From an optimization exercise on the open Yosys and OpenROAD flow, aimed at small area; shortcuts taken in it are not production practice.
Only simulation tests tie the RTL to the original design; equivalence was not proved.
The clock input has no modelled driver; a real chip could not lean on it and would need a root buffer or a full tree.
Power is estimated from default activity; no workload was simulated.

## morse_code_interpreter_top
module morse_code_interpreter_top (
    input clk,
    input btnL,
    input btnC,
    input btnR,
    input btnD,
    input [15:0] sw,
    input [4:0] JB,
    output reg [6:0] seg,
    output [3:0] an,
    output dp,
    output [4:0] JA,
    output led
    );
Size in the first run: roughly 330 cells after synthesis, ~44 I/O pins.
clock: 10.0 ns
lec_check: 0
cap_margin: 0
core_margin: 2
core_utilization: 60
gpl_timing_driven: 0
slew_margin: 0
standard.sh (not shown) runs the stock make flow with config.mk's settings and CLKGATE_MAP_FILE= SYNTH_SCRIPT=/design/flow/synth_recipe.tcl, a recipe that flattens the netlist after the stock synthesis.
==> flow/flow/run.sh <==
#!/bin/bash
# Own layout flow: the standard ORFS flow (standard.sh) with these changes
# to how the layout is made:
#  1. after the standard synthesis, the combinational logic is mapped again for
#     area (Yosys + ABC); every flip-flop of the standard synthesis is kept as
#     it is (same instance, name and cell type). Each candidate netlist must be
#     proven equivalent to the standard netlist (Yosys equiv_*); the smallest
#     proven one is used, else the standard netlist is kept.
#  2. port buffers use the smallest buffer cell (buf_1)
#  3. constant outputs share one tie cell per value (no tie fan-out repair)
#  4. CTS runs without dummy clock loads; afterwards its tree is replaced by
#     four clkbuf_8, fed by the clock port, each driving the flip-flops of one
#     quarter of the die (flow/post_cts_manual.tcl)
# Each tool's output goes to a log file in this folder.
set -euo pipefail
cd "$(dirname "$0")/.."
export BUFFER_PORTS_ARGS="-buffer_cell sky130_fd_sc_hd__buf_1"
export CTS_ARGS="-sink_clustering_enable -repair_clock_nets -buf_list sky130_fd_sc_hd__clkbuf_4 -dont_use_dummy_load"
export SKIP_REPAIR_TIE_FANOUT=1
export POST_CTS_TCL="$PWD/flow/post_cts_manual.tcl" CLKTREE_K=4 CLKTREE_BUF=sky130_fd_sc_hd__clkbuf_8
YOSYS="$FLOW_HOME/../tools/install/yosys/bin/yosys"
[[ -x "$YOSYS" ]] || YOSYS=yosys
PLATFORM="${FLOW_PLATFORM:-sky130hd}"
RES="orfs/results/$PLATFORM/morse_code_interpreter_top/base"
export REOPT_LIB="$FLOW_HOME/platforms/$PLATFORM/lib/sky130_fd_sc_hd__tt_025C_1v80.lib"
export REOPT_TOP="${FLOW_TOP:-morse_code_interpreter_top}"

bash standard.sh synth > flow_synth.log 2>&1
mkdir -p reopt
cp "$RES/1_2_yosys.v" reopt/std.v

# map every candidate (up to NUM_CORES at a time), prove each one, keep the smallest
run_candidate() {
  local i=$1 script=$2
  export REOPT_IN=reopt/std.v REOPT_OUT=reopt/cand$i.v REOPT_STAT=reopt/cand$i.stat REOPT_SCRIPT="$script"
  if "$YOSYS" -c flow/reopt.tcl > reopt_map_$i.log 2>&1 \
     && REOPT_GATE=reopt/cand$i.v "$YOSYS" -c flow/equiv.tcl > reopt_equiv_$i.log 2>&1; then
    touch reopt/cand$i.ok
  fi
}
i=0
while read -r script; do
  [[ -z "$script" || "$script" == \#* ]] && continue
  i=$((i + 1))
  run_candidate $i "$script" &
  while (( $(jobs -rp | wc -l) >= ${NUM_CORES:-4} )); do sleep 1; done
done < flow/abc_scripts.txt
wait

best=""
best_area=""
for ((j = 1; j <= i; j++)); do
  if [[ -f reopt/cand$j.ok ]]; then
    area=$(awk '/Chip area/ {print $NF}' reopt/cand$j.stat)
    echo "candidate $j: area $area, proven equivalent" >> reopt.log
    if [[ -z "$best" ]] || awk -v a="$area" -v b="$best_area" 'BEGIN {exit !(a < b)}'; then
      best=reopt/cand$j.v
      best_area=$area
    fi
  else
    echo "candidate $j: failed or not proven" >> reopt.log
  fi
done

if [[ -n "$best" ]]; then
  echo "using $best (area $best_area)" >> reopt.log
  cp "$best" "$RES/1_2_yosys.v"
else
  echo "keeping the standard netlist" >> reopt.log
fi

bash standard.sh > flow_layout.log 2>&1
Other scripts of this flow, unchanged in this note and not shown: flow/flow/abc_scripts.txt, flow/flow/equiv.tcl, flow/flow/post_cts_manual.tcl, flow/flow/reopt.tcl
The baseline completed without violations.
==> next run, changes <==
--- a/flow/flow/run.sh
+++ b/flow/flow/run.sh
@@ -8,5 +8,6 @@
 #     proven one is used, else the standard netlist is kept.
 #  2. port buffers use the smallest buffer cell (buf_1)
-#  3. constant outputs share one tie cell per value (no tie fan-out repair)
+#  3. the constant outputs share one tie cell (its HI and LO outputs;
+#     flow/merge_ties.py) and no tie fan-out repair
 #  4. CTS runs without dummy clock loads; afterwards its tree is replaced by
 #     four clkbuf_8, fed by the clock port, each driving the flip-flops of one
@@ -35,4 +36,5 @@
   export REOPT_IN=reopt/std.v REOPT_OUT=reopt/cand$i.v REOPT_STAT=reopt/cand$i.stat REOPT_SCRIPT="$script"
   if "$YOSYS" -c flow/reopt.tcl > reopt_map_$i.log 2>&1 \
+     && python3 flow/merge_ties.py reopt/cand$i.v reopt/cand$i.v > reopt_ties_$i.log 2>&1 \
      && REOPT_GATE=reopt/cand$i.v "$YOSYS" -c flow/equiv.tcl > reopt_equiv_$i.log 2>&1; then
     touch reopt/cand$i.ok
==> flow/flow/merge_ties.py (new file) <==
"""Merge the tie-high and the tie-low cell of a netlist into one conb_1 cell
(a conb_1 has both a HI and a LO output). Usage: merge_ties.py IN OUT"""
import re
import sys

text = open(sys.argv[1]).read()
inst = re.compile(r"  sky130_fd_sc_hd__conb_1 (\S+) \(\n    \.(HI|LO)\(([^)]*)\)\n  \);\n")
found = inst.findall(text)
hi = [f for f in found if f[1] == "HI"]
lo = [f for f in found if f[1] == "LO"]
if len(hi) == 1 and len(lo) == 1 and len(found) == 2:
    text = inst.sub(lambda m: "" if m.group(2) == "LO" else m.group(0), text)
    old = "  sky130_fd_sc_hd__conb_1 %s (\n    .HI(%s)\n  );\n" % (hi[0][0], hi[0][2])
    new = "  sky130_fd_sc_hd__conb_1 %s (\n    .HI(%s),\n    .LO(%s)\n  );\n" % (hi[0][0], hi[0][2], lo[0][2])
    assert old in text
    text = text.replace(old, new)
open(sys.argv[2], "w").write(text)
Outcome: Global-route usage goes down by 1.1 points; routed wire length goes down slightly; via count goes down slightly; fmax goes down by a little under a tenth; flip-flop and latch count stays the same; power goes down slightly; setup slack is worse by 430 ps; clock skew hardly moves.
No run of this note takes its clock network from TritonCTS; it comes from the design's own scripts or RTL.

==> re-timing with driven ports <==
How much do the figures lean on ideal ports? The routed layouts below were timed once more, with nothing changed but the port constraints. Step 1: set_driving_cell puts a clkbuf_16 on clk and a buf_2 on each other input, an assumption about the parent block. Step 2, shift: input delay + t, output delay - t, t = (earliest + latest rising clock arrival at the registers) / 2. This alone moves slack from input paths to output paths. a / b / c = ideal ports / drivers / drivers and shift; a / b = the first two.
| run | shift t [ns] | slack for setup (ns) | worst setup path after step 2 |
|---|---|---|---|
| the first run | 0.221 | 5.055 / 5.094 / 4.873 | input to register |
| the second run | 0.215 | 4.629 / 4.663 / 4.448 | input to register |
After both steps setup and hold are still met in every run listed. The setup slack of the first run, which loses most, moves by +0.039 ns with the drivers and by -0.182 ns with both steps.
